What follows belongs to an exercise in optimizing a design on an open flow for small area; a production flow would make more cautious choices. RTL that was checked went through simulation tests only; none was proved equivalent to the original. Function not checked in run 5: the RTL went through the layout flow alone. Power is estimated from default activity; no workload was simulated.

File: flow/flow/run.sh
#!/bin/bash
# The standard layout (standard.sh) with the smallest buffer on the ports and
# a clock tree of small buffers without dummy loads.
export BUFFER_PORTS_ARGS="-buffer_cell sky130_fd_sc_hd__buf_1"
export CTS_ARGS="-sink_clustering_enable -repair_clock_nets -dont_use_dummy_load -buf_list {sky130_fd_sc_hd__clkbuf_4 sky130_fd_sc_hd__clkbuf_8}"
bash standard.sh > standard.log 2>&1
File: flow/standard.sh
#!/bin/bash
# synth_recipe.tcl (not shown) runs the flow's synth.tcl, then flattens the netlist and writes it again
# the make line also repeats each setting of config.mk as NAME=value (left out here)
make -C /OpenROAD-flow-scripts/flow DESIGN_CONFIG=/design/flow/config.mk WORK_HOME=/design/flow/orfs CLKGATE_MAP_FILE= SYNTH_SCRIPT=/design/flow/synth_recipe.tcl "${@:-finish}"
File: flow/config.mk
export PLATFORM = sky130hd
export DESIGN_NAME = gba_drawer_merge
export DESIGN_NICKNAME = gba_drawer_merge
export VERILOG_FILES = /design/flow/design.v
export SDC_FILE = /design/flow/constraint.sdc
export NUM_CORES = 4
export LEC_CHECK = 0
export CAP_MARGIN = 0
export CORE_MARGIN = 2
export CORE_UTILIZATION = 40
export SLEW_MARGIN = 0
export SYNTH_HIERARCHICAL = 1
export SYNTH_MINIMUM_KEEP_SIZE = 0
File: flow/constraint.sdc
create_clock -name core_clock -period 10.0 [get_ports {clk100}]
set_input_delay 2.0000 -clock core_clock [delete_from_list [all_inputs] [get_ports {clk100}]]
set_output_delay 2.0000 -clock core_clock [all_outputs]
set_load 0.01 [all_outputs]
File: flow/design.v
module gba_drawer_merge
(
   input             clk100,
   input             enable,
   input             hblank,
   input      [7:0]  xpos,
   input      [7:0]  ypos,
   input             in_WND0_on,
   input             in_WND1_on,
   input             in_WNDOBJ_on,
   input      [7:0]  in_WND0_X1,
   input      [7:0]  in_WND0_X2,
   input      [7:0]  in_WND0_Y1,
   input      [7:0]  in_WND0_Y2,
   input      [7:0]  in_WND1_X1,
   input      [7:0]  in_WND1_X2,
   input      [7:0]  in_WND1_Y1,
   input      [7:0]  in_WND1_Y2,
   input      [5:0]  in_enables_wnd0,
   input      [5:0]  in_enables_wnd1,
   input      [5:0]  in_enables_wndobj,
   input      [5:0]  in_enables_wndout,
   input      [1:0]  in_special_effect_in,
   input             in_effect_1st_bg0,
   input             in_effect_1st_bg1,
   input             in_effect_1st_bg2,
   input             in_effect_1st_bg3,
   input             in_effect_1st_obj,
   input             in_effect_1st_BD,
   input             in_effect_2nd_bg0,
   input             in_effect_2nd_bg1,
   input             in_effect_2nd_bg2,
   input             in_effect_2nd_bg3,
   input             in_effect_2nd_obj,
   input             in_effect_2nd_BD,
   input      [1:0]  in_Prio_BG0,
   input      [1:0]  in_Prio_BG1,
   input      [1:0]  in_Prio_BG2,
   input      [1:0]  in_Prio_BG3,
   input      [4:0]  in_EVA,
   input      [4:0]  in_EVB,
   input      [4:0]  in_BLDY,
   input             in_ena_bg0,
   input             in_ena_bg1,
   input             in_ena_bg2,
   input             in_ena_bg3,
   input             in_ena_obj,
   input      [15:0] pixeldata_bg0,
   input      [15:0] pixeldata_bg1,
   input      [15:0] pixeldata_bg2,
   input      [15:0] pixeldata_bg3,
   input      [18:0] pixeldata_obj,
   input      [15:0] pixeldata_back,
   input             objwindow_in,
   output     [14:0] pixeldata_out,
   output reg [7:0]  pixel_x,
   output     [7:0]  pixel_y,
   output reg        pixel_we
);
   localparam OBJ = 4;
   localparam BD  = 5;
   function in_range;
      input lt_lo, lt_hi, wrap;
      begin
         in_range = (~lt_lo & lt_hi) | (~lt_lo & wrap) | (lt_hi & wrap);
      end
   endfunction
   function gt2;
      input [1:0] a, b;
      begin
         gt2 = (a[1] & ~b[1]) | (~(a[1] ^ b[1]) & a[0] & ~b[0]);
      end
   endfunction
   function [4:0] sat16;
      input [4:0] v;
      begin
         sat16 = v[4] ? 5'd16 : v;
      end
   endfunction
   reg  [7:0] w0x1, w0x2, w1x1, w1x2;
   reg        w0y, w1y;               
   reg  [5:0] e_w0, e_w1, e_obj, e_out;   
   reg  [1:0] eff;
   reg  [5:0] ft, st;
   reg  [1:0] p0, p1, p2, p3;
   reg  [4:0] eva, evb, bldy;
   wire       anyw = in_WND0_on | in_WND1_on | in_WNDOBJ_on;
   wire [4:0] ena  = {in_ena_obj, in_ena_bg3, in_ena_bg2, in_ena_bg1, in_ena_bg0};
   wire [7:0] nypos = ~ypos;
   wire       y0_lt_lo, y0_lt_hi, y0_wrap, y1_lt_lo, y1_lt_hi, y1_wrap;
   gba_drawer_merge_lt8 u_y0lo (.na(nypos),       .b(in_WND0_Y1), .lt(y0_lt_lo));
   gba_drawer_merge_lt8 u_y0hi (.na(nypos),       .b(in_WND0_Y2), .lt(y0_lt_hi));
   gba_drawer_merge_lt8 u_y0wr (.na(~in_WND0_Y2), .b(in_WND0_Y1), .lt(y0_wrap));
   gba_drawer_merge_lt8 u_y1lo (.na(nypos),       .b(in_WND1_Y1), .lt(y1_lt_lo));
   gba_drawer_merge_lt8 u_y1hi (.na(nypos),       .b(in_WND1_Y2), .lt(y1_lt_hi));
   gba_drawer_merge_lt8 u_y1wr (.na(~in_WND1_Y2), .b(in_WND1_Y1), .lt(y1_wrap));
   always @(posedge clk100) begin
      if (hblank) begin
         w0x1  <= in_WND0_X1;
         w0x2  <= in_WND0_X2;
         w1x1  <= in_WND1_X1;
         w1x2  <= in_WND1_X2;
         w0y   <= in_WND0_on && in_range(y0_lt_lo, y0_lt_hi, y0_wrap);
         w1y   <= in_WND1_on && in_range(y1_lt_lo, y1_lt_hi, y1_wrap);
         e_w0  <= {in_enables_wnd0[5], in_enables_wnd0[4:0] & ena};
         e_w1  <= {in_enables_wnd1[5], in_enables_wnd1[4:0] & ena};
         e_obj <= anyw ? {in_enables_wndobj[5], in_enables_wndobj[4:0] & ena} : {1'b1, ena};
         e_out <= anyw ? {in_enables_wndout[5], in_enables_wndout[4:0] & ena} : {1'b1, ena};
         eff   <= in_special_effect_in;
         ft    <= {in_effect_1st_BD, in_effect_1st_obj, in_effect_1st_bg3,
                   in_effect_1st_bg2, in_effect_1st_bg1, in_effect_1st_bg0};
         st    <= {in_effect_2nd_BD, in_effect_2nd_obj, in_effect_2nd_bg3,
                   in_effect_2nd_bg2, in_effect_2nd_bg1, in_effect_2nd_bg0};
         p0    <= in_Prio_BG0;
         p1    <= in_Prio_BG1;
         p2    <= in_Prio_BG2;
         p3    <= in_Prio_BG3;
         eva   <= sat16(in_EVA);
         evb   <= sat16(in_EVB);
         bldy  <= sat16(in_BLDY);
      end
   end
   wire [1:0] op = pixeldata_obj[18:17];
   wire       obj_alpha = pixeldata_obj[16];
   wire [7:0] nxpos = ~xpos;
   wire       x0_lt_lo, x0_lt_hi, x0_wrap, x1_lt_lo, x1_lt_hi, x1_wrap;
   gba_drawer_merge_lt8 u_x0lo (.na(nxpos), .b(w0x1), .lt(x0_lt_lo));
   gba_drawer_merge_lt8 u_x0hi (.na(nxpos), .b(w0x2), .lt(x0_lt_hi));
   gba_drawer_merge_lt8 u_x0wr (.na(~w0x2), .b(w0x1), .lt(x0_wrap));
   gba_drawer_merge_lt8 u_x1lo (.na(nxpos), .b(w1x1), .lt(x1_lt_lo));
   gba_drawer_merge_lt8 u_x1hi (.na(nxpos), .b(w1x2), .lt(x1_lt_hi));
   gba_drawer_merge_lt8 u_x1wr (.na(~w1x2), .b(w1x1), .lt(x1_wrap));
   wire       win0 = w0y && in_range(x0_lt_lo, x0_lt_hi, x0_wrap);
   wire       win1 = w1y && in_range(x1_lt_lo, x1_lt_hi, x1_wrap);
   wire [5:0] wen  = win0 ? e_w0 : win1 ? e_w1 : objwindow_in ? e_obj : e_out;
   wire [4:0] en = wen[4:0] & ~{pixeldata_obj[15], pixeldata_bg3[15], pixeldata_bg2[15],
                                pixeldata_bg1[15], pixeldata_bg0[15]};
   wire       spec = wen[5];
   wire [4:0] b [0:4];
   assign b[0] = { gt2(op, p0), ~gt2(p0, p3), ~gt2(p0, p2), ~gt2(p0, p1), 1'b0};
   assign b[1] = { gt2(op, p1), ~gt2(p1, p3), ~gt2(p1, p2), 1'b0,          gt2(p0, p1)};
   assign b[2] = { gt2(op, p2), ~gt2(p2, p3), 1'b0,          gt2(p1, p2),  gt2(p0, p2)};
   assign b[3] = { gt2(op, p3), 1'b0,          gt2(p2, p3),  gt2(p1, p3),  gt2(p0, p3)};
   assign b[4] = {1'b0,        ~gt2(op, p3), ~gt2(op, p2), ~gt2(op, p1), ~gt2(op, p0)};
   wire [5:0] top, nxt;
   genvar l;
   generate
      for (l = 0; l < 5; l = l + 1) begin : g_prio
         wire [4:0] other = 5'b11111 & ~(5'b00001 << l);
         assign top[l] = en[l] & &(~en | b[l] | ~other);
         assign nxt[l] = en[l] & ~top[l] & &(~en | b[l] | top[4:0] | ~other);
      end
   endgenerate
   assign top[BD] = ~|en;
   assign nxt[BD] = ~|nxt[4:0];
   wire first_nz  = |(top & ft) | (top[OBJ] & obj_alpha);
   wire second_nz = |(nxt & st);
   wire force_a   = obj_alpha & top[OBJ] & second_nz;
   wire special   = force_a |
                    (spec && eff != 2'd0 && first_nz && (eff != 2'd1 || second_nz));
   wire m_alpha   = force_a | (eff == 2'd1);
   wire [14:0] cola = ({15{top[0]}}   & pixeldata_bg0[14:0]) |
                      ({15{top[1]}}   & pixeldata_bg1[14:0]) |
                      ({15{top[2]}}   & pixeldata_bg2[14:0]) |
                      ({15{top[3]}}   & pixeldata_bg3[14:0]) |
                      ({15{top[OBJ]}} & pixeldata_obj[14:0]) |
                      ({15{top[BD]}}  & pixeldata_back[14:0]);
   wire [14:0] colb = ({15{nxt[0]}}   & pixeldata_bg0[14:0]) |
                      ({15{nxt[1]}}   & pixeldata_bg1[14:0]) |
                      ({15{nxt[2]}}   & pixeldata_bg2[14:0]) |
                      ({15{nxt[3]}}   & pixeldata_bg3[14:0]) |
                      ({15{nxt[OBJ]}} & pixeldata_obj[14:0]) |
                      ({15{nxt[BD]}}  & pixeldata_back[14:0]);
   reg [14:0] cola_r, colb_r;
   reg        special_r, m_alpha_r;
   always @(posedge clk100) begin
      cola_r    <= cola;
      colb_r    <= colb;
      special_r <= special;
      m_alpha_r <= m_alpha;
      pixel_x   <= xpos;
      pixel_we  <= enable;
   end
   assign pixel_y = ypos;
   wire [4:0] ydown = {~|bldy, bldy[3] ^ |bldy[2:0], bldy[2] ^ |bldy[1:0], bldy[1] ^ bldy[0], bldy[0]};
   wire [4:0] k1 = !special_r ? 5'd16 : m_alpha_r ? eva : ydown;
   wire [4:0] k2 = !special_r ? 5'd0  : m_alpha_r ? evb : eff[0] ? 5'd1 : bldy;
   wire [4:0] bconst = {~eff[0], 4'b1111};
   genvar c;
   generate
      for (c = 0; c < 3; c = c + 1) begin : g_ch
         wire [4:0] a  = cola_r[5*c +: 5];
         wire [4:0] bo = m_alpha_r ? colb_r[5*c +: 5] : bconst;
         wire [9:4] ns;
         gba_drawer_merge_madd u_madd (.a(a), .b(bo), .k1(k1), .k2(k2), .ns(ns));
         assign pixeldata_out[5*c +: 5] = ~(ns[8:4] & {5{ns[9]}});
      end
   endgenerate
endmodule
module gba_drawer_merge_madd
(
   input  [4:0] a, b, k1, k2,
   output [9:4] ns
);
   wire na00 = ~(a[0] & k1[0]);
   wire na01 = ~(a[0] & k1[1]);
   wire na02 = ~(a[0] & k1[2]);
   wire na03 = ~(a[0] & k1[3]);
   wire na10 = ~(a[1] & k1[0]);
   wire na11 = ~(a[1] & k1[1]);
   wire na12 = ~(a[1] & k1[2]);
   wire na13 = ~((a[1] & k1[3]) | (a[0] & k1[4]));
   wire na20 = ~(a[2] & k1[0]);
   wire na21 = ~(a[2] & k1[1]);
   wire na22 = ~(a[2] & k1[2]);
   wire na23 = ~((a[2] & k1[3]) | (a[1] & k1[4]));
   wire na30 = ~(a[3] & k1[0]);
   wire na31 = ~(a[3] & k1[1]);
   wire na32 = ~(a[3] & k1[2]);
   wire na33 = ~((a[3] & k1[3]) | (a[2] & k1[4]));
   wire na40 = ~(a[4] & k1[0]);
   wire na41 = ~(a[4] & k1[1]);
   wire na42 = ~(a[4] & k1[2]);
   wire na43 = ~((a[4] & k1[3]) | (a[3] & k1[4]));
   wire na44 = ~(a[4] & k1[4]);
   wire nb00 = ~(b[0] & k2[0]);
   wire nb01 = ~(b[0] & k2[1]);
   wire nb02 = ~(b[0] & k2[2]);
   wire nb03 = ~(b[0] & k2[3]);
   wire nb10 = ~(b[1] & k2[0]);
   wire nb11 = ~(b[1] & k2[1]);
   wire nb12 = ~(b[1] & k2[2]);
   wire nb13 = ~((b[1] & k2[3]) | (b[0] & k2[4]));
   wire nb20 = ~(b[2] & k2[0]);
   wire nb21 = ~(b[2] & k2[1]);
   wire nb22 = ~(b[2] & k2[2]);
   wire nb23 = ~((b[2] & k2[3]) | (b[1] & k2[4]));
   wire nb30 = ~(b[3] & k2[0]);
   wire nb31 = ~(b[3] & k2[1]);
   wire nb32 = ~(b[3] & k2[2]);
   wire nb33 = ~((b[3] & k2[3]) | (b[2] & k2[4]));
   wire nb40 = ~(b[4] & k2[0]);
   wire nb41 = ~(b[4] & k2[1]);
   wire nb42 = ~(b[4] & k2[2]);
   wire nb43 = ~((b[4] & k2[3]) | (b[3] & k2[4]));
   wire nb44 = ~(b[4] & k2[4]);
   wire s1, c2;
   gba_drawer_merge_fa u_s1 (na03, na12, na21, s1, c2);
   wire s3, c4;
   gba_drawer_merge_fa u_s3 (na13, na22, na31, s3, c4);
   wire s5;
   wire c6 = na40 | nb13;
   gba_drawer_merge_xnor u_s5 (na40, nb13, s5);
   wire s7, c8;
   gba_drawer_merge_fa u_s7 (na23, na32, na41, s7, c8);
   wire s9, c10;
   gba_drawer_merge_fa u_s9 (na02, na11, na20, s9, c10);
   wire s11, c12;
   gba_drawer_merge_fa u_s11 (na30, nb03, nb12, s11, c12);
   wire s13;
   wire c14 = nb21 | nb30;
   gba_drawer_merge_xnor u_s13 (nb21, nb30, s13);
   wire s15, c16;
   gba_drawer_merge_fa u_s15 (nb22, nb31, nb40, s15, c16);
   wire s17, c18;
   gba_drawer_merge_fa u_s17 (s3, s5, c2, s17, c18);
   wire s19, c20;
   gba_drawer_merge_fa u_s19 (nb23, nb32, nb41, s19, c20);
   wire s21, c22;
   gba_drawer_merge_fa u_s21 (s7, c4, c6, s21, c22);
   wire s23, c24;
   gba_drawer_merge_fa u_s23 (na33, na42, nb33, s23, c24);
   wire s25;
   wire c26 = nb42 | c8;
   gba_drawer_merge_xnor u_s25 (nb42, c8, s25);
   wire s27;
   wire c28 = na01 | na10;
   gba_drawer_merge_xnor u_s27 (na01, na10, s27);
   wire s29, c30;
   gba_drawer_merge_fa u_s29 (nb02, nb11, nb20, s29, c30);
   wire s31, c32;
   gba_drawer_merge_fa u_s31 (s1, s11, s13, s31, c32);
   wire s33, c34;
   gba_drawer_merge_fa u_s33 (s15, s17, c12, s33, c34);
   wire s35, c36;
   gba_drawer_merge_fa u_s35 (s19, s21, c16, s35, c36);
   wire s37, c38;
   gba_drawer_merge_fa u_s37 (s23, s25, c20, s37, c38);
   wire s39, c40;
   gba_drawer_merge_fa u_s39 (na43, nb43, c24, s39, c40);
   wire s41;
   wire c42 = nb01 | nb10;
   gba_drawer_merge_xnor u_s41 (nb01, nb10, s41);
   wire s43, c44;
   gba_drawer_merge_fa u_s43 (s9, s29, c28, s43, c44);
   wire s45, c46;
   gba_drawer_merge_fa u_s45 (c10, s31, c30, s45, c46);
   wire s47, c48;
   gba_drawer_merge_fa u_s47 (c14, s33, c32, s47, c48);
   wire s49, c50;
   gba_drawer_merge_fa u_s49 (c18, s35, c34, s49, c50);
   wire s51, c52;
   gba_drawer_merge_fa u_s51 (c22, s37, c36, s51, c52);
   wire s53, c54;
   gba_drawer_merge_fa u_s53 (c26, s39, c38, s53, c54);
   wire s55, c56;
   gba_drawer_merge_fa u_s55 (na44, nb44, c40, s55, c56);
   wire r57 = na00 | nb00;
   wire r58;
   gba_drawer_merge_maj u_r58 (s27, s41, r57, r58);
   wire r59;
   gba_drawer_merge_maj u_r59 (s43, c42, r58, r59);
   wire r60;
   gba_drawer_merge_maj u_r60 (s45, c44, r59, r60);
   wire s61, c62;
   gba_drawer_merge_fa u_s61 (s47, c46, r60, s61, c62);
   wire s63, c64;
   gba_drawer_merge_fa u_s63 (s49, c48, c62, s63, c64);
   wire s65, c66;
   gba_drawer_merge_fa u_s65 (s51, c50, c64, s65, c66);
   wire s67, c68;
   gba_drawer_merge_fa u_s67 (s53, c52, c66, s67, c68);
   wire s69, c70;
   gba_drawer_merge_fa u_s69 (s55, c54, c68, s69, c70);
   wire s71;
   wire c72 = c56 | c70;
   gba_drawer_merge_xnor u_s71 (c56, c70, s71);
   assign ns = {s71, s69, s67, s65, s63, s61};
endmodule
module gba_drawer_merge_lt8
(
   input  [7:0] na, b,
   output       lt
);
   wire [3:0] c;
   gba_drawer_merge_lt2 u_lt2 (.na(na[1:0]), .b(b[1:0]), .bo(c[0]));
   genvar i;
   generate
      for (i = 1; i < 4; i = i + 1) begin : g_bit
         gba_drawer_merge_bor2 u_bor2 (.na(na[2*i+1:2*i]), .b(b[2*i+1:2*i]), .bi(c[i-1]), .bo(c[i]));
      end
   endgenerate
   assign lt = c[3];
endmodule
module gba_drawer_merge_lt2
(
   input  [1:0] na, b,
   output       bo
);
   assign bo = (na[1] & b[1]) | (na[0] & b[0] & (na[1] | b[1]));
endmodule
module gba_drawer_merge_bor2
(
   input  [1:0] na, b,
   input        bi,
   output       bo
);
   wire b0 = (na[0] & b[0]) | (bi & (na[0] | b[0]));
   assign bo = (na[1] & b[1]) | (b0 & (na[1] | b[1]));
endmodule
module gba_drawer_merge_maj
(
   input  a, b, c,
   output y
);
   assign y = (a & b) | (c & (a | b));
endmodule
module gba_drawer_merge_fa
(
   input  a, b, c,
   output s, co
);
   wire x = a ^ b;
   assign s  = x ^ c;
   assign co = (a & b) | (c & x);
endmodule
module gba_drawer_merge_xnor
(
   input  a, b,
   output y
);
   assign y = ~(a ^ b);
endmodule
==> results.sh, run 1 <==
export IMPL_ys_flop_type="edfxtp_1"
export IMPL_fmax_mhz=106.4
export IMPL_antenna_found_initial=4
export IMPL_h_tree_depth=4
export IMPL_row_count=58
export IMPL_grt_util_all_layers_pct=22.73
export IMPL_crit_slowest_cell="or4b_2"
export IMPL_start_util_pct=40.69
export IMPL_grt_start_max_net_pins=70
export IMPL_cts_tree="done"
export IMPL_route_met2_wl_mm=15.75
export IMPL_wl_met3_mm=2.123
export IMPL_netlist_instances=1049
export IMPL_drt_iter0_markers=645
export IMPL_end_kind="primary output"
export IMPL_cp_max_fo=10
export IMPL_fin_crit_ps=9401
export IMPL_cap_violations=0
export IMPL_yosys_area_top_type="edfxtp_1"
export IMPL_yosys_area_top_type_share_pct=27.84
export IMPL_p_leak_nw=3.934
export IMPL_synth_xor_area_share_pct=1.624
export IMPL_ir_drop_mv=0.1866
export IMPL_critPathArrivalTime_ps=7400
export IMPL_die_w_um=164.1
export IMPL_synth_top_family_by_area="compound AO/OA/AOI/OAI gates"
export IMPL_path_clk_slew_ps=70
export IMPL_hp_class="flop to flop"
export IMPL_ys_warn_count=7
export IMPL_post_drt_via_cell_ratio=5.636
export IMPL_async_flop_share_pct=0
export IMPL_fillers=2432
export IMPL_period_share_pct=94.01
export IMPL_dp_slack_ps=1076
export IMPL_drive_gt1_share_pct=5.518
export IMPL_cts_setup_buffers=0
export IMPL_vias=9328
export IMPL_required_ps=8000
export IMPL_cts_sinks=136
export IMPL_first_pass_iters=5
export IMPL_status="finished clean"
export IMPL_ctsHoldBuffers=0
export IMPL_ant_nets=0
export IMPL_cp_slowest_stage_delay_ps=590
export IMPL_synth_nets=1397
export IMPL_area_growth_pct=15.91
export IMPL_die_area_mm2=0.02691
export IMPL_finalPower_mw=2.455
export IMPL_place_gp_congestion=0.8612
export IMPL_setup_violations=0
export IMPL_nNetsFinal=1673
export IMPL_io_pins=284
export IMPL_synthMuxAreaShare_pct=0.8791
export IMPL_remaining_drc_errors=0
export IMPL_grt_overflow=0
export IMPL_worst_path_buf_inv=3
export IMPL_clkLatencyLatePin_ps=460
export IMPL_startpoint_type="flop"
export IMPL_grt_first_pass_wirelength_mm=46.40
export IMPL_place_hpwl_mm=24.04
export IMPL_avgRoutedWirePerCell_um=18.69
export IMPL_core_area_mm2=0.02518
export IMPL_worst_slack_ps=599.2
export IMPL_clockBufferDepth=2
export IMPL_root_buffer="clkbuf_8"
export IMPL_critical_path_class="flop to primary output"
export IMPL_grt_pass1_vias=8938
export IMPL_synth_compound_area_share_pct=20.65
export IMPL_cp_top_family="adder cells"
export IMPL_yosys_top_cells_area="edfxtp_1 28%, fa_1 16%, dfxtp_1 8.0%"
export IMPL_rsz0062_at_grt="false"
export IMPL_die_y_um=164.1
export IMPL_yosysMostFrequentCell="nand2_1"
export IMPL_synthTopCellsByCount="184 x nand2_1, 95 x edfxtp_1, 84 x fa_1"
export IMPL_cp_common_cell="fa_1"
export IMPL_synth_cell_types=55
export IMPL_synthSimpleGateAreaFrac_pct=16.58
export IMPL_post_cts_resized=0
export IMPL_finClkSkew_ps=44.29
export IMPL_highest_layer="met5"
export IMPL_synth_seq_cells=136
export IMPL_synth_area_per_cell_um2=9.769
export IMPL_port_buffers=282
export IMPL_hold_violations=0
export IMPL_relSlewSlack_pct=21.10
export IMPL_drt_met1_wl_mm=12.34
export IMPL_syn_area_mm2=0.01025
export IMPL_worstMarginPinSlew_ps=1173
export IMPL_drv_slew=0
export IMPL_synth_edff_count=95
export IMPL_cts_buffers_inserted=17
export IMPL_cp_cell_sequence="inv_1 -> ha_1 -> or4b_2 -> o211ai_1 -> buf_4 -> a22oi_1 -> fa_1 -> fa_1 -> fa_1 -> fa_1 -> fa_1 -> fa_1 -> fa_1 -> fa_1 -> fa_1 -> xnor2_1 -> nand2_1 -> buf_1"
export IMPL_seq_area_frac_synth_pct=35.85
export IMPL_fin_tns_setup_ps=0
export IMPL_pwr_density_cell_mw_per_mm2=206.7
export IMPL_wl_mm=30.93
export IMPL_holdWs_ps=521.6
export IMPL_yosys_area_share_adder_pct=19.06
==> where the power goes <==
part | switching, mW | total, mW | internal, mW
Combinational | 0.801 | 1.34 | 0.540
Sequential | 0.0738 | 0.773 | 0.699
Clock | 0.192 | 0.341 | 0.150
==> routing by layer <==
metal  track usage (%)  vias up
li1                  -     4399
met1             27.22     4448
met2             40.43      424
met3             4.975       53
met4             7.576        4
met5                 0        -
==> per-module statistics from Yosys (local to each module, per instance), excerpt <==
module / cell area, um^2 / times used / flops+latches / cells inside
gba_drawer_merge_madd: 267.8 / 3 / 0 / 52
gba_drawer_merge_xnor: 8.758 / 18 / 0 / 1
gba_drawer_merge_fa: 20.02 / 84 / 0 / 1
gba_drawer_merge: 6603 / 1 / 136 / 602
gba_drawer_merge_bor2: 20.02 / 36 / 0 / 4
gba_drawer_merge_maj: 11.26 / 9 / 0 / 1
gba_drawer_merge_lt2: 15.01 / 12 / 0 / 3
==> worst paths after layout <==
| check | slack, ps | start | to | depth (start not counted) |
|---|---|---|---|---|
| min | 520 | eff[1] | m_alpha_r | 1 |
| max | 600 | bldy[0] | pixeldata_out[13] | 18 |
| min reg2reg | 520 | eff[1] | m_alpha_r | 1 |
| max reg2reg | 5120 | w1x2[0] | colb_r[10] | 21 |
==> final cells by class <==
| cell class | count | area (um^2) | share of cell area, % |
|---|---|---|---|
| Inverter | 70 | 262.8 | 2.212 |
| Clock buffer | 17 | 234.0 | 1.970 |
| Timing Repair Buffer | 307 | 1250 | 10.52 |
| Tap cell | 330 | 412.9 | 3.476 |
| Multi-Input combinational cell | 793 | 6040 | 50.85 |
| Sequential cell | 136 | 3674 | 30.93 |
| Antenna cell | 2 | 5.005 | 0.04214 |
==> flip-flops by register name, indices dropped and copies added, names as in the netlist, 5 cells and up <==
name,flops
st,6
w1x1,8
evb,5
cola_r,15
e_w0,6
ft,6
e_w1,6
w0x1,8
e_out,6
eva,5
w1x2,8
bldy,5
e_obj,6
w0x2,8
pixel_x,8
colb_r,15
==> kinds of logic after synthesis <==
kind of cell / Yosys count
adder cells (fa/ha/maj): 107
multiplexers: 9
buffers and inverters: 120
XOR/XNOR: 19
AND/OR/NAND/NOR: 356
flip-flops: 136
AO/OA/AOI/OAI: 302
==> metrics by stage <==
step,std cells,utilization [%],area (um^2)
floorplan,1049,-,10250
global placement,1636,46.22,11640
detailed placement,1636,46.22,11640
CTS,1653,47.15,11870
global route,1653,47.15,11870
finish,1655,47.17,11880
==> cells in the final DEF, fill, tap and decap left out, types with 9 or more instances in the layout <==
| cell type | n |
|---|---|
| a21oi_1 | 54 |
| a222oi_1 | 31 |
| a22oi_1 | 54 |
| a31oi_1 | 22 |
| and2_1 | 19 |
| buf_1 | 281 |
| buf_4 | 25 |
| clkbuf_8 | 17 |
| dfxtp_1 | 41 |
| edfxtp_1 | 95 |
| fa_1 | 84 |
| ha_1 | 12 |
| inv_1 | 70 |
| maj3_2 | 9 |
| mux2i_1 | 9 |
| nand2_1 | 184 |
| nand2b_1 | 13 |
| nand3_1 | 33 |
| nand4_1 | 16 |
| nor2_1 | 21 |
| nor2b_1 | 21 |
| nor4_1 | 14 |
| o211ai_1 | 11 |
| o21a_1 | 10 |
| o21ai_1 | 37 |
| o22ai_1 | 39 |
| o31ai_1 | 13 |
| xnor2_1 | 18 |
==> run 2, diff against run 1 <==
--- a/flow/config.mk
+++ b/flow/config.mk
@@ -5,9 +5,9 @@
 export SDC_FILE = /design/flow/constraint.sdc
 export NUM_CORES = 4
 export LEC_CHECK = 0
-export CAP_MARGIN = 0
+export CAP_MARGIN = 20
 export CORE_MARGIN = 2
 export CORE_UTILIZATION = 40
-export SLEW_MARGIN = 0
+export SLEW_MARGIN = 20
 export SYNTH_HIERARCHICAL = 1
 export SYNTH_MINIMUM_KEEP_SIZE = 0
==> results.sh, run 2 <==
export IMPL_yosys_top_cells_area="edfxtp_1 28%, fa_1 16%, dfxtp_1 8.0%"
export IMPL_start_util_pct=40.69
export IMPL_ys_flop_type="edfxtp_1"
export IMPL_seq_area_frac_synth_pct=35.85
export IMPL_seqCellArea_mm2=0.003674
export IMPL_die_y_um=164.1
export IMPL_hp_class="flop to flop"
export IMPL_cp_top_family="adder cells"
export IMPL_drt_iter0_markers=645
export IMPL_row_count=58
export IMPL_p_leak_nw=3.934
export IMPL_cts_setup_buffers=0
export IMPL_worstMarginPinSlew_ps=1173
export IMPL_ir_drop_mv=0.1866
export IMPL_dp_cells=1636
export IMPL_antenna_found_initial=4
export IMPL_place_hpwl_mm=24.04
export IMPL_async_flop_share_pct=0
export IMPL_yosysMostFrequentCell="nand2_1"
export IMPL_fin_crit_ps=9401
export IMPL_cp_slowest_stage_delay_ps=590
export IMPL_setup_violations=0
export IMPL_top_regs="cola_r (15), colb_r (15)"
export IMPL_grt_overflow=0
export IMPL_post_cts_resized=0
export IMPL_rsz0062_at_grt="false"
export IMPL_final_common_cell="buf_1"
export IMPL_end_kind="primary output"
export IMPL_crit_slowest_cell="or4b_2"
export IMPL_fmax_mhz=106.4
export IMPL_worst_path_buf_inv=3
export IMPL_remaining_drc_errors=0
export IMPL_period_share_pct=94.01
export IMPL_yosys_area_top_type_share_pct=27.84
export IMPL_die_area_mm2=0.02691
export IMPL_critPathArrivalTime_ps=7400
export IMPL_synth_seq_cells=136
export IMPL_avgRoutedWirePerCell_um=18.69
export IMPL_grt_pass1_vias=8938
export IMPL_relSlewSlack_pct=21.10
export IMPL_grt_start_max_net_pins=70
export IMPL_syn_area_mm2=0.01025
export IMPL_yosys_area_top_type="edfxtp_1"
export IMPL_required_ps=8000
export IMPL_hold_violations=0
export IMPL_synth_area_per_cell_um2=9.769
export IMPL_synth_nets=1397
export IMPL_root_buffer="clkbuf_8"
export IMPL_multiInputGateArea_mm2=0.006040
export IMPL_area_growth_pct=15.91
export IMPL_io_pins=284
export IMPL_grt_first_pass_wirelength_mm=46.40
export IMPL_path_clk_slew_ps=70
export IMPL_critical_path_class="flop to primary output"
export IMPL_h_tree_depth=4
export IMPL_ant_nets=0
export IMPL_fillers=2432
export IMPL_status="finished clean"
export IMPL_first_pass_iters=5
export IMPL_netlist_instances=1049
export IMPL_ctsHoldBuffers=0
export IMPL_mostFrequentLayoutCells="281 x buf_1, 184 x nand2_1, 95 x edfxtp_1"
export IMPL_cts_buffers_inserted=17
export IMPL_finalInstanceArea_mm2=0.01188
export IMPL_wl_mm=30.93
export IMPL_core_area_mm2=0.02518
export IMPL_cp_max_fo=10
export IMPL_fin_tns_setup_ps=0
export IMPL_port_buffers=282
export IMPL_post_drt_via_cell_ratio=5.636
export IMPL_synthTopCellsByCount="184 x nand2_1, 95 x edfxtp_1, 84 x fa_1"
export IMPL_clockBufferDepth=2
export IMPL_place_gp_congestion=0.8612
export IMPL_synth_cell_types=55
export IMPL_grt_util_all_layers_pct=22.73
export IMPL_synth_edff_count=95
export IMPL_die_w_um=164.1
export IMPL_cp_cell_sequence="inv_1 -> ha_1 -> or4b_2 -> o211ai_1 -> buf_4 -> a22oi_1 -> fa_1 -> fa_1 -> fa_1 -> fa_1 -> fa_1 -> fa_1 -> fa_1 -> fa_1 -> fa_1 -> xnor2_1 -> nand2_1 -> buf_1"
export IMPL_startpoint_type="flop"
export IMPL_clkLatencyLatePin_ps=460
export IMPL_fin_cells=1655
export IMPL_drv_slew=0
export IMPL_dpl_cell_area_mm2=0.01164
export IMPL_ys_warn_count=7
export IMPL_drive_gt1_share_pct=5.518
export IMPL_cap_violations=0
export IMPL_nNetsFinal=1673
export IMPL_cts_sinks=136
export IMPL_finClkSkew_ps=44.29
export IMPL_cts_tree="done"
export IMPL_cp_common_cell="fa_1"
export IMPL_pwr_density_cell_mw_per_mm2=206.7
export IMPL_vias=9328
-- run 2: cell counts in the layout (fill, tap and decap cells not counted) --
No cell type changed its count.
-- run 2: final cells by class --
cell class	count	area share, %
antenna	2	0.04214
clock buffer	17	1.970
inverter	70	2.212
multi-input combinational	793	50.85
sequential	136	30.93
tap	330	3.476
timing repair buffer	307	10.52
-- run 2: kinds of logic (layout without fill, tap and decap cells) --
logic type,count (synthesis),after routing,share of synthesized area (%)
AOI/OAI and AO/OA,302,302,20.65
muxes,9,9,0.8792
DFF,136,136,35.85
adders and majority gates,107,107,19.06
and+or+nand+nor,356,356,16.58
xor gates and xnor gates,19,19,1.624
other,0,2,0
buffers and inverters,120,394,5.360
-- run 2: worst paths after layout --
path	from	to	slack, ps	cells past startpoint
min reg2reg	eff[1]	m_alpha_r	520	1
max	bldy[0]	pixeldata_out[13]	600	18
max reg2reg	w1x2[0]	colb_r[10]	5120	21
min	eff[1]	m_alpha_r	520	1
-- run 2: report_power, final --
group / internal [mW] / leakage (nW) / switching (mW)
logic: 0.540 / 2.54 / 0.801
registers: 0.699 / 1.27 / 0.0738
clock network: 0.150 / 0.122 / 0.192
-- run 2: per-stage QoR --
stage	hold WS (ps)	util [%]	worst slack [ps]	power, mW
floorplan	464.6	-	1641	1.844
global placement	514.3	46.22	1198	2.125
detailed placement	505.8	46.22	1076	2.139
CTS	522.1	47.15	593.0	2.483
global route	550.5	47.15	314.2	2.663
finish	521.6	47.17	599.2	2.455
-- run 2: routing by layer --
| layer | up-vias | wire (um) | track usage, % |
|---|---|---|---|
| met3 | 53 | 2123 | 4.975 |
| met4 | 4 | 689 | 7.576 |
| met2 | 424 | 15750 | 40.43 |
| li1 | 4399 | - | - |
| met5 | - | 31 | 0 |
| met1 | 4448 | 12340 | 27.22 |
-- run 2: per-module statistics from Yosys, one instance, submodules excluded, excerpt --
module / copies in the design / area (um^2) / cells
gba_drawer_merge_lt2: 12 / 15.01 / 3
gba_drawer_merge_xnor: 18 / 8.758 / 1
gba_drawer_merge: 1 / 6603 / 602
gba_drawer_merge_fa: 84 / 20.02 / 1
gba_drawer_merge_maj: 9 / 11.26 / 1
gba_drawer_merge_madd: 3 / 267.8 / 52
gba_drawer_merge_bor2: 36 / 20.02 / 4
==> run 3, diff against run 2 <==
--- a/flow/config.mk
+++ b/flow/config.mk
@@ -7,7 +7,8 @@
 export LEC_CHECK = 0
 export CAP_MARGIN = 20
 export CORE_MARGIN = 2
-export CORE_UTILIZATION = 40
+export CORE_UTILIZATION = 50
+export PLACE_DENSITY = 0.75
 export SLEW_MARGIN = 20
 export SYNTH_HIERARCHICAL = 1
 export SYNTH_MINIMUM_KEEP_SIZE = 0
==> results.sh, run 3 <==
export IMPL_root_buffer="clkbuf_8"
export IMPL_h_tree_depth=4
export IMPL_cp_slowest_stage_delay_ps=580
export IMPL_pwr_density_cell_mw_per_mm2=207.8
export IMPL_fin_tns_setup_ps=0
export IMPL_relSlewSlack_pct=27.68
export IMPL_synthTopCellsByCount="184 x nand2_1, 95 x edfxtp_1, 84 x fa_1"
export IMPL_required_ps=8000
export IMPL_dp_cells=1571
export IMPL_r2r_start="w1x2[0]"
export IMPL_ys_warn_count=7
export IMPL_final_common_cell="buf_1"
export IMPL_multiInputGateArea_mm2=0.006058
export IMPL_cp_cell_sequence="inv_1 -> ha_1 -> ha_1 -> xor2_1 -> o21ai_0 -> and2_1 -> a22oi_1 -> fa_1 -> fa_1 -> fa_1 -> fa_1 -> fa_1 -> fa_1 -> fa_1 -> fa_1 -> fa_1 -> xnor2_1 -> nand2_1 -> buf_1"
export IMPL_critPathArrivalTime_ps=7090
export IMPL_avgRoutedWirePerCell_um=18.33
export IMPL_fin_crit_ps=9089
export IMPL_seqCellArea_mm2=0.003674
export IMPL_post_drt_via_cell_ratio=5.911
export IMPL_syn_area_mm2=0.01025
export IMPL_yosys_area_share_adder_pct=19.06
export IMPL_synth_edff_count=95
export IMPL_path_clk_slew_ps=50
export IMPL_grt_overflow=0
export IMPL_synth_nets=1397
export IMPL_hold_violations=0
export IMPL_place_gp_congestion=0.9203
export IMPL_end_kind="primary output"
export IMPL_cts_buffers_inserted=17
export IMPL_synth_seq_cells=136
export IMPL_seq_area_frac_synth_pct=35.85
export IMPL_grt_first_pass_wirelength_mm=45.70
export IMPL_synth_compound_area_share_pct=20.65
export IMPL_mostFrequentLayoutCells="281 x buf_1, 184 x nand2_1, 95 x edfxtp_1"
export IMPL_cts_setup_buffers=0
export IMPL_yosys_area_top_type_share_pct=27.84
export IMPL_r2r_slack_ps=4950
export IMPL_die_w_um=147.2
export IMPL_cts_tree="done"
export IMPL_yosys_top_cells_area="edfxtp_1 28%, fa_1 16%, dfxtp_1 8.0%"
export IMPL_remaining_drc_errors=0
export IMPL_hp_class="flop to flop"
export IMPL_yosysMostFrequentCell="nand2_1"
export IMPL_grt_start_max_net_pins=87
export IMPL_port_buffers=282
export IMPL_startpoint_type="flop"
export IMPL_drt_iter0_markers=714
export IMPL_vias=9405
export IMPL_io_pins=284
export IMPL_crit_slowest_cell="fa_1"
export IMPL_core_area_mm2=0.02017
export IMPL_period_share_pct=90.89
export IMPL_finClkSkew_ps=49.33
export IMPL_row_count=52
export IMPL_synth_area_per_cell_um2=9.769
export IMPL_post_cts_resized=0
export IMPL_worst_path_buf_inv=2
export IMPL_cp_top_family="adder cells"
export IMPL_synthMuxAreaShare_pct=0.8791
export IMPL_netlist_instances=1049
export IMPL_place_hpwl_mm=22.33
export IMPL_fin_cells=1591
export IMPL_r2r_cells=21
export IMPL_antenna_found_initial=2
export IMPL_area_growth_pct=15.04
export IMPL_grt_pass1_vias=9445
export IMPL_grt_util_all_layers_pct=26.84
export IMPL_start_util_pct=50.81
export IMPL_fillers=1805
export IMPL_yosys_area_top_type="edfxtp_1"
export IMPL_nNetsFinal=1669
export IMPL_status="finished clean"
export IMPL_cp_max_fo=15
export IMPL_p_leak_nw=3.915
export IMPL_clockBufferDepth=2
export IMPL_worstMarginPinSlew_ps=1070
export IMPL_min_from="eff[1]"
export IMPL_synth_top_family_by_area="compound AO/OA/AOI/OAI gates"
export IMPL_synth_xor_area_share_pct=1.624
export IMPL_rsz0062_at_grt="false"
export IMPL_setup_violations=0
export IMPL_die_y_um=147.2
export IMPL_hold_path_endpoint="m_alpha_r"
export IMPL_cap_violations=0
export IMPL_ctsHoldBuffers=0
export IMPL_die_area_mm2=0.02166
export IMPL_rr_endpoint="colb_r[10]"
export IMPL_wl_mm=29.17
export IMPL_synthSimpleGateAreaFrac_pct=16.58
export IMPL_ant_nets=0
export IMPL_ys_flop_type="edfxtp_1"
export IMPL_top_regs="cola_r (15), colb_r (15)"
export IMPL_cts_sinks=136
export IMPL_fmax_mhz=110.0
export IMPL_drive_gt1_share_pct=5.383
export IMPL_clkLatencyLatePin_ps=460
export IMPL_ir_drop_mv=0.08957
export IMPL_cp_common_cell="fa_1"
export IMPL_synth_cell_types=55
export IMPL_async_flop_share_pct=0
export IMPL_first_pass_iters=10
export IMPL_critical_path_class="flop to primary output"
export IMPL_drv_slew=0
export IMPL_hold_depth=1
## run 3: changes by cell type in the layout (fill, tap and decap cells not counted), sizes merged
cell	delta
clkbuf	+1
buf	-5
## run 3: cells by family after synthesis
group           after synthesis
mux                           9
simple gates                356
buf+inv                     120
fa+ha+maj                   107
flops                       136
xor+xnor                     19
compound gates              302
## run 3: per-stage QoR
stage | utilization [%] | power [mW] | hold WS (ps) | cell area (um^2) | setup slack, ps
4_1_cts | 58.31 | 2.465 | 524.6 | 11760 | 882.2
2_1_floorplan | - | 1.844 | 464.6 | 10250 | 1641
3_3_place_gp | 57.15 | 2.088 | 503.1 | 11530 | 1505
5_1_grt | 58.42 | 2.659 | 547.3 | 11780 | 513.9
6_report | 58.45 | 2.450 | 535.2 | 11790 | 911.0
3_5_place_dp | 57.15 | 2.125 | 502.6 | 11530 | 1363
## run 3: Yosys stat by module (local to each module, per instance), excerpt
module / cell area, um^2 / copies in the design / flip-flops and latches
gba_drawer_merge: 6603 / 1 / 136
gba_drawer_merge_bor2: 20.02 / 36 / 0
gba_drawer_merge_fa: 20.02 / 84 / 0
gba_drawer_merge_lt2: 15.01 / 12 / 0
gba_drawer_merge_madd: 267.8 / 3 / 0
gba_drawer_merge_maj: 11.26 / 9 / 0
gba_drawer_merge_xnor: 8.758 / 18 / 0
## run 3: layer usage
metal | wire (um) | up-vias | global-route usage [%]
met5 | 0 | - | 0
met4 | 652 | 0 | 10.00
met3 | 2284 | 62 | 6.335
met2 | 14810 | 481 | 47.83
met1 | 11420 | 4461 | 31.52
li1 | - | 4401 | -
## run 3: worst max path at each step
stage / startpoint / end / slack, ps / depth (start not counted)
after CTS: bldy[0] / pixeldata_out[4] / 880 / 19
after detailed placement: bldy[0] / pixeldata_out[4] / 1360 / 19
after global routing: bldy[0] / pixeldata_out[4] / 510 / 19
after global placement: bldy[0] / pixeldata_out[5] / 1500 / 19
after floorplan: bldy[0] / pixeldata_out[11] / 1640 / 17
final: bldy[0] / pixeldata_out[13] / 910 / 19
## run 3: cell type report
class / count / share of cell area (%)
well taps: 270 / 2.866
multi-input cells: 793 / 51.39
inverters: 70 / 2.229
flip-flops and latches: 136 / 31.16
clock buffers: 17 / 1.985
repair buffers: 303 / 10.33
diodes: 2 / 0.04245
## run 3: report_power, final
part / switching, mW / total [mW] / internal (mW)
clock: 0.182 / 0.332 / 0.149
sequential: 0.0772 / 0.777 / 0.700
combinational: 0.804 / 1.34 / 0.537
total: 1.06 / 2.45 / 1.39
==> run 4, diff against run 3 <==
--- a/flow/design.v
+++ b/flow/design.v
@@ -65,12 +65,6 @@
          in_range = (~lt_lo & lt_hi) | (~lt_lo & wrap) | (lt_hi & wrap);
       end
    endfunction
-   function gt2;
-      input [1:0] a, b;
-      begin
-         gt2 = (a[1] & ~b[1]) | (~(a[1] ^ b[1]) & a[0] & ~b[0]);
-      end
-   endfunction
    function [4:0] sat16;
       input [4:0] v;
       begin
@@ -137,11 +131,23 @@
                                 pixeldata_bg1[15], pixeldata_bg0[15]};
    wire       spec = wen[5];
    wire [4:0] b [0:4];
-   assign b[0] = { gt2(op, p0), ~gt2(p0, p3), ~gt2(p0, p2), ~gt2(p0, p1), 1'b0};
-   assign b[1] = { gt2(op, p1), ~gt2(p1, p3), ~gt2(p1, p2), 1'b0,          gt2(p0, p1)};
-   assign b[2] = { gt2(op, p2), ~gt2(p2, p3), 1'b0,          gt2(p1, p2),  gt2(p0, p2)};
-   assign b[3] = { gt2(op, p3), 1'b0,          gt2(p2, p3),  gt2(p1, p3),  gt2(p0, p3)};
-   assign b[4] = {1'b0,        ~gt2(op, p3), ~gt2(op, p2), ~gt2(op, p1), ~gt2(op, p0)};
+   wire [1:0] np0 = ~p0, np1 = ~p1, np2 = ~p2, np3 = ~p3;
+   wire g01, g02, g03, g12, g13, g23, go0, go1, go2, go3;
+   gba_drawer_merge_lt2 u_g01 (.na(np1), .b(p0), .bo(g01));
+   gba_drawer_merge_lt2 u_g02 (.na(np2), .b(p0), .bo(g02));
+   gba_drawer_merge_lt2 u_g03 (.na(np3), .b(p0), .bo(g03));
+   gba_drawer_merge_lt2 u_g12 (.na(np2), .b(p1), .bo(g12));
+   gba_drawer_merge_lt2 u_g13 (.na(np3), .b(p1), .bo(g13));
+   gba_drawer_merge_lt2 u_g23 (.na(np3), .b(p2), .bo(g23));
+   gba_drawer_merge_lt2 u_go0 (.na(np0), .b(op), .bo(go0));
+   gba_drawer_merge_lt2 u_go1 (.na(np1), .b(op), .bo(go1));
+   gba_drawer_merge_lt2 u_go2 (.na(np2), .b(op), .bo(go2));
+   gba_drawer_merge_lt2 u_go3 (.na(np3), .b(op), .bo(go3));
+   assign b[0] = { go0, ~g03, ~g02, ~g01, 1'b0};
+   assign b[1] = { go1, ~g13, ~g12, 1'b0,  g01};
+   assign b[2] = { go2, ~g23, 1'b0,  g12,  g02};
+   assign b[3] = { go3, 1'b0,  g23,  g13,  g03};
+   assign b[4] = {1'b0, ~go3, ~go2, ~go1, ~go0};
    wire [5:0] top, nxt;
    genvar l;
    generate
--- a/flow/config.mk
+++ b/flow/config.mk
@@ -7,8 +7,7 @@
 export LEC_CHECK = 0
 export CAP_MARGIN = 20
 export CORE_MARGIN = 2
-export CORE_UTILIZATION = 50
-export PLACE_DENSITY = 0.75
+export CORE_UTILIZATION = 40
 export SLEW_MARGIN = 20
 export SYNTH_HIERARCHICAL = 1
 export SYNTH_MINIMUM_KEEP_SIZE = 0
==> results.sh, run 4 <==
export IMPL_die_area_mm2=0.02688
export IMPL_top_regs="cola_r (15), colb_r (15)"
export IMPL_startpoint_type="flop"
export IMPL_synthSimpleGateAreaFrac_pct=16.09
export IMPL_p_sw_share_pct=42.59
export IMPL_required_ps=8000
export IMPL_cts_setup_buffers=0
export IMPL_setup_violations=0
export IMPL_pwr_density_cell_mw_per_mm2=198.8
export IMPL_synth_area_per_cell_um2=9.782
export IMPL_hold_depth=3
export IMPL_nNetsFinal=1648
export IMPL_grt_util_all_layers_pct=22.16
export IMPL_area_growth_pct=14.67
export IMPL_final_common_cell="buf_1"
export IMPL_remaining_drc_errors=0
export IMPL_seq_area_frac_synth_pct=35.90
export IMPL_synth_top_family_by_area="compound AO/OA/AOI/OAI gates"
export IMPL_post_drt_via_cell_ratio=5.617
export IMPL_io_pins=284
export IMPL_wl_mm=29.83
export IMPL_fin_crit_ps=9044
export IMPL_cap_violations=0
export IMPL_cp_max_fo=14
export IMPL_synth_nets=1384
export IMPL_worstMarginPinSlew_ps=985.2
export IMPL_r2r_start="w1x2[0]"
export IMPL_port_buffers=282
export IMPL_ys_warn_count=7
export IMPL_yosys_top_cells_area="edfxtp_1 28%, fa_1 16%, dfxtp_1 8.0%"
export IMPL_critPathArrivalTime_ps=7040
export IMPL_row_count=58
export IMPL_worst_path_buf_inv=3
export IMPL_cts_tree="done"
export IMPL_status="finished clean"
export IMPL_synth_cell_types=69
export IMPL_grt_overflow=0
export IMPL_r2r_slack_ps=4730
export IMPL_synthMuxAreaShare_pct=0.8804
export IMPL_post_cts_resized=0
export IMPL_clkLatencyLatePin_ps=450
export IMPL_cp_cell_sequence="inv_1 -> ha_1 -> or4b_2 -> o211ai_1 -> buf_4 -> a22oi_1 -> fa_1 -> fa_1 -> fa_1 -> fa_1 -> fa_1 -> fa_1 -> fa_1 -> fa_1 -> fa_1 -> xnor2_1 -> nand2_1 -> buf_1"
export IMPL_cp_slowest_stage_delay_ps=590
export IMPL_p_leak_nw=3.826
export IMPL_crit_slowest_cell="or4b_2"
export IMPL_die_w_um=163.9
export IMPL_rr_endpoint="special_r"
export IMPL_hp_class="flop to flop"
export IMPL_relSlewSlack_pct=34.32
export IMPL_min_from="st[2]"
export IMPL_drive_gt1_share_pct=4.664
export IMPL_synth_seq_cells=136
export IMPL_drt_iter0_markers=866
export IMPL_ant_nets=0
export IMPL_core_area_mm2=0.02518
export IMPL_hold_violations=0
export IMPL_combPwrFrac_pct=52.7
export IMPL_seq_power_share_pct=33.1
export IMPL_period_share_pct=90.44
export IMPL_netlist_instances=1046
export IMPL_avgRoutedWirePerCell_um=18.20
export IMPL_worst_slack_ps=956.1
export IMPL_ctsHoldBuffers=0
export IMPL_place_gp_congestion=0.9019
export IMPL_antenna_found_initial=1
export IMPL_die_y_um=163.9
export IMPL_async_flop_share_pct=0
export IMPL_root_buffer="clkbuf_8"
export IMPL_ys_flop_type="edfxtp_1"
export IMPL_drv_slew=0
export IMPL_first_pass_iters=6
export IMPL_critical_path_class="flop to primary output"
export IMPL_finClkSkew_ps=48.61
export IMPL_h_tree_depth=4
export IMPL_vias=9206
export IMPL_dp_slack_ps=1382
export IMPL_end_kind="primary output"
export IMPL_holdWs_ps=662.5
export IMPL_cts_buffers_inserted=17
export IMPL_cts_sinks=136
export IMPL_grt_pass1_vias=9009
export IMPL_mostFrequentLayoutCells="281 x buf_1, 185 x nand2_1, 95 x edfxtp_1"
export IMPL_rsz0062_at_grt="false"
export IMPL_cp_top_family="adder cells"
export IMPL_cp_common_cell="fa_1"
export IMPL_r2r_cells=19
export IMPL_grt_start_max_net_pins=60
export IMPL_place_hpwl_mm=22.84
export IMPL_synth_xor_area_share_pct=1.626
export IMPL_hold_path_endpoint="special_r"
export IMPL_fmax_mhz=110.6
export IMPL_yosys_area_share_adder_pct=17.87
export IMPL_yosysMostFrequentCell="nand2_1"
export IMPL_p_int_mw=1.339
export IMPL_grt_first_pass_wirelength_mm=45.82
export IMPL_synth_edff_count=95
export IMPL_fin_tns_setup_ps=0
export IMPL_clkPwrFrac_pct=14.3
export IMPL_synth_compound_area_share_pct=21.83
export IMPL_clockBufferDepth=2
export IMPL_ir_drop_mv=0.2124
export IMPL_yosys_area_top_type="edfxtp_1"
export IMPL_path_clk_slew_ps=70
export IMPL_synthTopCellsByCount="185 x nand2_1, 95 x edfxtp_1, 84 x fa_1"
export IMPL_yosys_area_top_type_share_pct=27.88
export IMPL_start_util_pct=40.63
export IMPL_p_sw_mw=0.9936
export IMPL_syn_area_mm2=0.01023
run 4: Yosys stat by module (local to each module, per instance), a selection:
module	cells inside	flip-flops and latches	area, um^2	copies in the design
gba_drawer_merge	569	136	6437	1
gba_drawer_merge_madd	52	0	267.8	3
gba_drawer_merge_bor2	4	0	20.02	36
gba_drawer_merge_fa	1	0	20.02	84
gba_drawer_merge_lt2	3	0	15.01	22
gba_drawer_merge_maj	1	0	11.26	9
gba_drawer_merge_xnor	1	0	8.758	18
run 4: worst register-to-register path: stages, from the launching register on:
cell      delay (ps)
edfxtp_1         420
inv_1            100
a31oi_1           80
nor2_1           110
a21oi_1           50
o21ai_1          160
a21oi_1           60
o21ai_1          160
a21oi_1           60
o21ai_1          350
nand3_1          260
o211a_1          180
o21ai_1          440
nand3_1          370
a311oi_1         480
nor4_1           140
and2_1           480
a222oi_1         740
nand3_1          200
a32o_1           310
run 4: cell families (layout without fill, tap and decap cells):
logic type      count (synthesis)  count (layout)
simple gates                  351             351
other cells                     0               1
compound gates                312             312
buf+inv                       122             384
fa+ha+maj                      97              97
xor+xnor                       19              19
mux                             9               9
flops                         136             136
run 4: worst max-delay path by stage:
stage / startpoint / to / cells past startpoint
3_5_place_dp: bldy[0] / pixeldata_out[4] / 18
3_3_place_gp: bldy[0] / pixeldata_out[5] / 18
5_1_grt: bldy[0] / pixeldata_out[1] / 18
2_1_floorplan: bldy[0] / pixeldata_out[11] / 17
4_1_cts: bldy[0] / pixeldata_out[3] / 18
6_report: bldy[0] / pixeldata_out[12] / 18
run 4: metrics by stage:
stage	utilization (%)	cell area, um^2	cells	total power [mW]
after floorplan	-	10230	1046	1.769
after global placement	45.64	11490	1621	2.011
after detailed placement	45.64	11490	1621	2.028
after CTS	46.57	11730	1638	2.366
after global routing	46.59	11730	1638	2.549
final	46.60	11730	1639	2.333
run 4: power groups by stage:
stage / Clock [mW] / Combinational [mW] / Sequential, mW
floorplan: 0 / 1.01 / 0.754
global placement: 0 / 1.23 / 0.780
detailed placement: 0 / 1.25 / 0.780
CTS: 0.347 / 1.25 / 0.771
global route: 0.368 / 1.40 / 0.785
finish: 0.333 / 1.23 / 0.772
run 4: layer usage:
| metal | vias to the layer above | part of all wire, % | global-route usage, % |
|---|---|---|---|
| li1 | 4381 | - | - |
| met1 | 4321 | 39 | 26.39 |
| met2 | 449 | 49 | 38.83 |
| met3 | 55 | 8.9 | 5.530 |
| met4 | 0 | 3.0 | 7.935 |
| met5 | - | 0 | 0 |
run 4: final cells by class:
| class | instances | area (um^2) |
|---|---|---|
| clock buffer | 17 | 234.0 |
| timing repair buffer | 298 | 1182 |
| multi-input combinational | 788 | 5969 |
| fill | 2452 | 13450 |
| sequential | 136 | 3674 |
| inverter | 69 | 259.0 |
| antenna | 1 | 2.502 |
| tap | 330 | 412.9 |
==> run 5, diff against run 4 <==
--- a/flow/design.v
+++ b/flow/design.v
@@ -65,6 +65,12 @@
          in_range = (~lt_lo & lt_hi) | (~lt_lo & wrap) | (lt_hi & wrap);
       end
    endfunction
+   function gt2;
+      input [1:0] a, b;
+      begin
+         gt2 = (a[1] & ~b[1]) | (~(a[1] ^ b[1]) & a[0] & ~b[0]);
+      end
+   endfunction
    function [4:0] sat16;
       input [4:0] v;
       begin
@@ -131,23 +137,11 @@
                                 pixeldata_bg1[15], pixeldata_bg0[15]};
    wire       spec = wen[5];
    wire [4:0] b [0:4];
-   wire [1:0] np0 = ~p0, np1 = ~p1, np2 = ~p2, np3 = ~p3;
-   wire g01, g02, g03, g12, g13, g23, go0, go1, go2, go3;
-   gba_drawer_merge_lt2 u_g01 (.na(np1), .b(p0), .bo(g01));
-   gba_drawer_merge_lt2 u_g02 (.na(np2), .b(p0), .bo(g02));
-   gba_drawer_merge_lt2 u_g03 (.na(np3), .b(p0), .bo(g03));
-   gba_drawer_merge_lt2 u_g12 (.na(np2), .b(p1), .bo(g12));
-   gba_drawer_merge_lt2 u_g13 (.na(np3), .b(p1), .bo(g13));
-   gba_drawer_merge_lt2 u_g23 (.na(np3), .b(p2), .bo(g23));
-   gba_drawer_merge_lt2 u_go0 (.na(np0), .b(op), .bo(go0));
-   gba_drawer_merge_lt2 u_go1 (.na(np1), .b(op), .bo(go1));
-   gba_drawer_merge_lt2 u_go2 (.na(np2), .b(op), .bo(go2));
-   gba_drawer_merge_lt2 u_go3 (.na(np3), .b(op), .bo(go3));
-   assign b[0] = { go0, ~g03, ~g02, ~g01, 1'b0};
-   assign b[1] = { go1, ~g13, ~g12, 1'b0,  g01};
-   assign b[2] = { go2, ~g23, 1'b0,  g12,  g02};
-   assign b[3] = { go3, 1'b0,  g23,  g13,  g03};
-   assign b[4] = {1'b0, ~go3, ~go2, ~go1, ~go0};
+   assign b[0] = { gt2(op, p0), ~gt2(p0, p3), ~gt2(p0, p2), ~gt2(p0, p1), 1'b0};
+   assign b[1] = { gt2(op, p1), ~gt2(p1, p3), ~gt2(p1, p2), 1'b0,          gt2(p0, p1)};
+   assign b[2] = { gt2(op, p2), ~gt2(p2, p3), 1'b0,          gt2(p1, p2),  gt2(p0, p2)};
+   assign b[3] = { gt2(op, p3), 1'b0,          gt2(p2, p3),  gt2(p1, p3),  gt2(p0, p3)};
+   assign b[4] = {1'b0,        ~gt2(op, p3), ~gt2(op, p2), ~gt2(op, p1), ~gt2(op, p0)};
    wire [5:0] top, nxt;
    genvar l;
    generate
@@ -165,18 +159,23 @@
    wire special   = force_a |
                     (spec && eff != 2'd0 && first_nz && (eff != 2'd1 || second_nz));
    wire m_alpha   = force_a | (eff == 2'd1);
-   wire [14:0] cola = ({15{top[0]}}   & pixeldata_bg0[14:0]) |
-                      ({15{top[1]}}   & pixeldata_bg1[14:0]) |
-                      ({15{top[2]}}   & pixeldata_bg2[14:0]) |
-                      ({15{top[3]}}   & pixeldata_bg3[14:0]) |
-                      ({15{top[OBJ]}} & pixeldata_obj[14:0]) |
-                      ({15{top[BD]}}  & pixeldata_back[14:0]);
-   wire [14:0] colb = ({15{nxt[0]}}   & pixeldata_bg0[14:0]) |
-                      ({15{nxt[1]}}   & pixeldata_bg1[14:0]) |
-                      ({15{nxt[2]}}   & pixeldata_bg2[14:0]) |
-                      ({15{nxt[3]}}   & pixeldata_bg3[14:0]) |
-                      ({15{nxt[OBJ]}} & pixeldata_obj[14:0]) |
-                      ({15{nxt[BD]}}  & pixeldata_back[14:0]);
+   wire [14:0] cola, colb;
+   wire [14:0] cola_n0, cola_n1, colb_n0, colb_n1;
+   genvar i;
+   generate
+      for (i = 0; i < 15; i = i + 1) begin : g_col
+         gba_drawer_merge_aoi222 u_a0 (top[0], pixeldata_bg0[i], top[1], pixeldata_bg1[i],
+                                       top[2], pixeldata_bg2[i], cola_n0[i]);
+         gba_drawer_merge_aoi222 u_a1 (top[3], pixeldata_bg3[i], top[OBJ], pixeldata_obj[i],
+                                       top[BD], pixeldata_back[i], cola_n1[i]);
+         gba_drawer_merge_aoi222 u_b0 (nxt[0], pixeldata_bg0[i], nxt[1], pixeldata_bg1[i],
+                                       nxt[2], pixeldata_bg2[i], colb_n0[i]);
+         gba_drawer_merge_aoi222 u_b1 (nxt[3], pixeldata_bg3[i], nxt[OBJ], pixeldata_obj[i],
+                                       nxt[BD], pixeldata_back[i], colb_n1[i]);
+      end
+   endgenerate
+   assign cola = ~(cola_n0 & cola_n1);
+   assign colb = ~(colb_n0 & colb_n1);
    reg [14:0] cola_r, colb_r;
    reg        special_r, m_alpha_r;
    always @(posedge clk100) begin
@@ -338,31 +337,15 @@
    input  [7:0] na, b,
    output       lt
 );
-   wire [3:0] c;
-   gba_drawer_merge_lt2 u_lt2 (.na(na[1:0]), .b(b[1:0]), .bo(c[0]));
+   wire [7:0] c;
+   assign c[0] = na[0] & b[0];
    genvar i;
    generate
-      for (i = 1; i < 4; i = i + 1) begin : g_bit
-         gba_drawer_merge_bor2 u_bor2 (.na(na[2*i+1:2*i]), .b(b[2*i+1:2*i]), .bi(c[i-1]), .bo(c[i]));
+      for (i = 1; i < 8; i = i + 1) begin : g_bit
+         gba_drawer_merge_maj u_maj (.a(na[i]), .b(b[i]), .c(c[i-1]), .y(c[i]));
       end
    endgenerate
-   assign lt = c[3];
-endmodule
-module gba_drawer_merge_lt2
-(
-   input  [1:0] na, b,
-   output       bo
-);
-   assign bo = (na[1] & b[1]) | (na[0] & b[0] & (na[1] | b[1]));
-endmodule
-module gba_drawer_merge_bor2
-(
-   input  [1:0] na, b,
-   input        bi,
-   output       bo
-);
-   wire b0 = (na[0] & b[0]) | (bi & (na[0] | b[0]));
-   assign bo = (na[1] & b[1]) | (b0 & (na[1] | b[1]));
+   assign lt = c[7];
 endmodule
 module gba_drawer_merge_maj
 (
@@ -380,6 +363,13 @@
    assign s  = x ^ c;
    assign co = (a & b) | (c & x);
 endmodule
+module gba_drawer_merge_aoi222
+(
+   input  a1, a2, b1, b2, c1, c2,
+   output y
+);
+   assign y = ~((a1 & a2) | (b1 & b2) | (c1 & c2));
+endmodule
 module gba_drawer_merge_xnor
 (
    input  a, b,
==> results.sh, run 5 <==
export IMPL_p_sw_mw=0.8909
export IMPL_ir_drop_mv=0.09609
export IMPL_path_clk_slew_ps=70
export IMPL_required_ps=8000
export IMPL_die_w_um=165.2
export IMPL_combPwrFrac_pct=50.0
export IMPL_yosysMostFrequentCell="nand2_1"
export IMPL_pwr_density_cell_mw_per_mm2=181.5
export IMPL_ctsHoldBuffers=0
export IMPL_core_area_mm2=0.02576
export IMPL_async_flop_share_pct=0
export IMPL_grt_first_pass_wirelength_mm=42.61
export IMPL_h_tree_depth=4
export IMPL_rr_endpoint="special_r"
export IMPL_port_buffers=282
export IMPL_top_regs="cola_r (15), colb_r (15)"
export IMPL_hold_depth=1
export IMPL_grt_util_all_layers_pct=20.52
export IMPL_seq_power_share_pct=34.8
export IMPL_grt_start_max_net_pins=51
export IMPL_root_buffer="clkbuf_8"
export IMPL_avgRoutedWirePerCell_um=18.06
export IMPL_ys_flop_type="edfxtp_1"
export IMPL_worstMarginPinSlew_ps=951.4
export IMPL_yosys_area_top_type_share_pct=27.43
export IMPL_end_kind="primary output"
export IMPL_grt_overflow=0
export IMPL_cts_sinks=136
export IMPL_cap_violations=0
export IMPL_synth_area_per_cell_um2=11.34
export IMPL_start_util_pct=40.37
export IMPL_crit_slowest_cell="fa_1"
export IMPL_r2r_start="w0x1[0]"
export IMPL_netlist_instances=917
export IMPL_cp_slowest_stage_delay_ps=590
export IMPL_hp_class="flop to flop"
export IMPL_row_count=59
export IMPL_synthTopCellsByCount="147 x nand2_1, 95 x edfxtp_1, 93 x maj3_2"
export IMPL_setup_violations=0
export IMPL_rsz0062_at_grt="false"
export IMPL_critPathArrivalTime_ps=7010
export IMPL_cp_cell_sequence="inv_1 -> ha_1 -> or4b_2 -> o211ai_1 -> buf_4 -> a22oi_1 -> fa_1 -> fa_1 -> fa_1 -> fa_1 -> fa_1 -> fa_1 -> fa_1 -> fa_1 -> fa_1 -> xnor2_1 -> nand2_1 -> buf_1"
export IMPL_hold_violations=0
export IMPL_fmax_mhz=111.0
export IMPL_grt_pass1_vias=8318
export IMPL_synth_seq_cells=136
export IMPL_cts_setup_buffers=0
export IMPL_io_pins=284
export IMPL_p_sw_share_pct=40.61
export IMPL_area_growth_pct=16.18
export IMPL_r2r_cells=20
export IMPL_hold_path_endpoint="m_alpha_r"
export IMPL_synth_cell_types=62
export IMPL_clkPwrFrac_pct=15.2
export IMPL_finClkSkew_ps=46.13
export IMPL_n_antenna_cell=0
export IMPL_synth_edff_count=95
export IMPL_seqCellArea_mm2=0.003674
export IMPL_startpoint_type="flop"
export IMPL_r2r_slack_ps=4080
export IMPL_post_drt_via_cell_ratio=5.363
export IMPL_multiInputGateArea_mm2=0.006270
export IMPL_drt_iter0_markers=607
export IMPL_die_y_um=165.2
export IMPL_p_leak_nw=3.929
export IMPL_syn_area_mm2=0.01040
export IMPL_die_area_mm2=0.02731
export IMPL_remaining_drc_errors=0
export IMPL_clkLatencyLatePin_ps=450
export IMPL_drv_slew=0
export IMPL_worst_path_buf_inv=3
export IMPL_cts_buffers_inserted=17
export IMPL_fin_crit_ps=9013
export IMPL_fillers=2489
export IMPL_nNetsFinal=1557
export IMPL_critical_path_class="flop to primary output"
export IMPL_drive_gt1_share_pct=15.24
export IMPL_mostFrequentLayoutCells="281 x buf_1, 147 x nand2_1, 95 x edfxtp_1"
export IMPL_cp_max_fo=15
export IMPL_crit_path_start="bldy[0]"
export IMPL_p_int_mw=1.303
export IMPL_antenna_found_initial=3
export IMPL_clockBufferDepth=2
export IMPL_status="finished clean"
export IMPL_holdWs_ps=515.2
export IMPL_yosys_top_cells_area="edfxtp_1 27%, fa_1 16%, maj3_2 10%"
export IMPL_period_share_pct=90.13
export IMPL_cts_tree="done"
export IMPL_min_from="eff[1]"
export IMPL_fin_tns_setup_ps=0
export IMPL_cp_common_cell="fa_1"
export IMPL_seq_area_frac_synth_pct=35.32
export IMPL_place_gp_congestion=0.9159
export IMPL_synth_nets=1265
export IMPL_ant_nets=0
export IMPL_place_hpwl_mm=21.79
export IMPL_vias=8270
export IMPL_post_cts_resized=0
export IMPL_yosys_area_top_type="edfxtp_1"
export IMPL_ys_warn_count=7
export IMPL_first_pass_iters=6
export IMPL_cp_top_family="adder cells"
export IMPL_final_common_cell="buf_1"
export IMPL_wl_mm=27.84
export IMPL_relSlewSlack_pct=36.37
## run 5: metrics by stage
step	instances	power, mW	worst slack, ps	instance area (um^2)	utilization (%)
3_3_place_gp	1525	1.872	1430	11840	45.97
2_1_floorplan	917	1.626	1640	10400	-
3_5_place_dp	1525	1.890	1375	11840	45.97
4_1_cts	1542	2.232	885.3	12080	46.88
6_report	1542	2.194	987.1	12080	46.90
5_1_grt	1542	2.389	554.1	12080	46.90
## run 5: area by class of cell
type                       count  share of cell area, %
sequential                   136                  30.40
inverter                      69                  2.144
multi-input combinational    681                  51.89
tap                          335                  3.469
timing repair buffer         304                  10.16
clock buffer                  17                  1.936
## run 5: worst max path at each step
| stage | slack [ps] | endpoint | depth (start not counted) |
|---|---|---|---|
| 4_1_cts | 890 | pixeldata_out[1] | 18 |
| 5_1_grt | 550 | pixeldata_out[4] | 18 |
| 3_5_place_dp | 1380 | pixeldata_out[1] | 18 |
| 6_report | 990 | pixeldata_out[3] | 18 |
| 3_3_place_gp | 1430 | pixeldata_out[3] | 18 |
| 2_1_floorplan | 1640 | pixeldata_out[11] | 17 |
## run 5: metal layers
| layer | share of wire [%] | track usage [%] | routed length [um] | vias to the layer above |
|---|---|---|---|---|
| li1 | - | - | - | 3991 |
| met1 | 40 | 24.04 | 11040 | 3916 |
| met2 | 51 | 37.08 | 14200 | 337 |
| met3 | 8.3 | 5.844 | 2298 | 22 |
| met4 | 0.98 | 4.743 | 273 | 4 |
| met5 | 0.12 | 0 | 33 | - |
## run 5: kinds of logic after synthesis
| group | share of synthesized area [%] |
|---|---|
| buf+inv | 4.620 |
| mux | 0.8663 |
| simple gates | 15.87 |
| xor+xnor | 1.600 |
| fa+ha+maj | 27.88 |
| compound gates | 13.85 |
| flops | 35.32 |
## run 5: power by group through the flow
stage | Clock [mW] | Combinational [mW] | Sequential [mW]
2_1_floorplan | 0 | 0.877 | 0.749
3_3_place_gp | 0 | 1.10 | 0.774
6_report | 0.333 | 1.10 | 0.764
4_1_cts | 0.350 | 1.12 | 0.763
3_5_place_dp | 0 | 1.12 | 0.774
5_1_grt | 0.368 | 1.24 | 0.777
## run 5: modules after synthesis (local to each module, per instance)
module | cells | copies in the design
gba_drawer_merge | 494 | 1
gba_drawer_merge_madd | 52 | 3
gba_drawer_merge_fa | 1 | 84
gba_drawer_merge_maj | 1 | 93
gba_drawer_merge_aoi222 | 1 | 60
gba_drawer_merge_xnor | 1 | 18
gba_drawer_merge_lt8 | 1 | 12

Check on run 5: ideal ports give 0.987 ns setup slack; a clkbuf_16 on the clock port and buf_2 on the inputs give 0.945 ns; moving port delays by the midpoint clock arrival (0.468 ns) as well gives 1.413 ns.
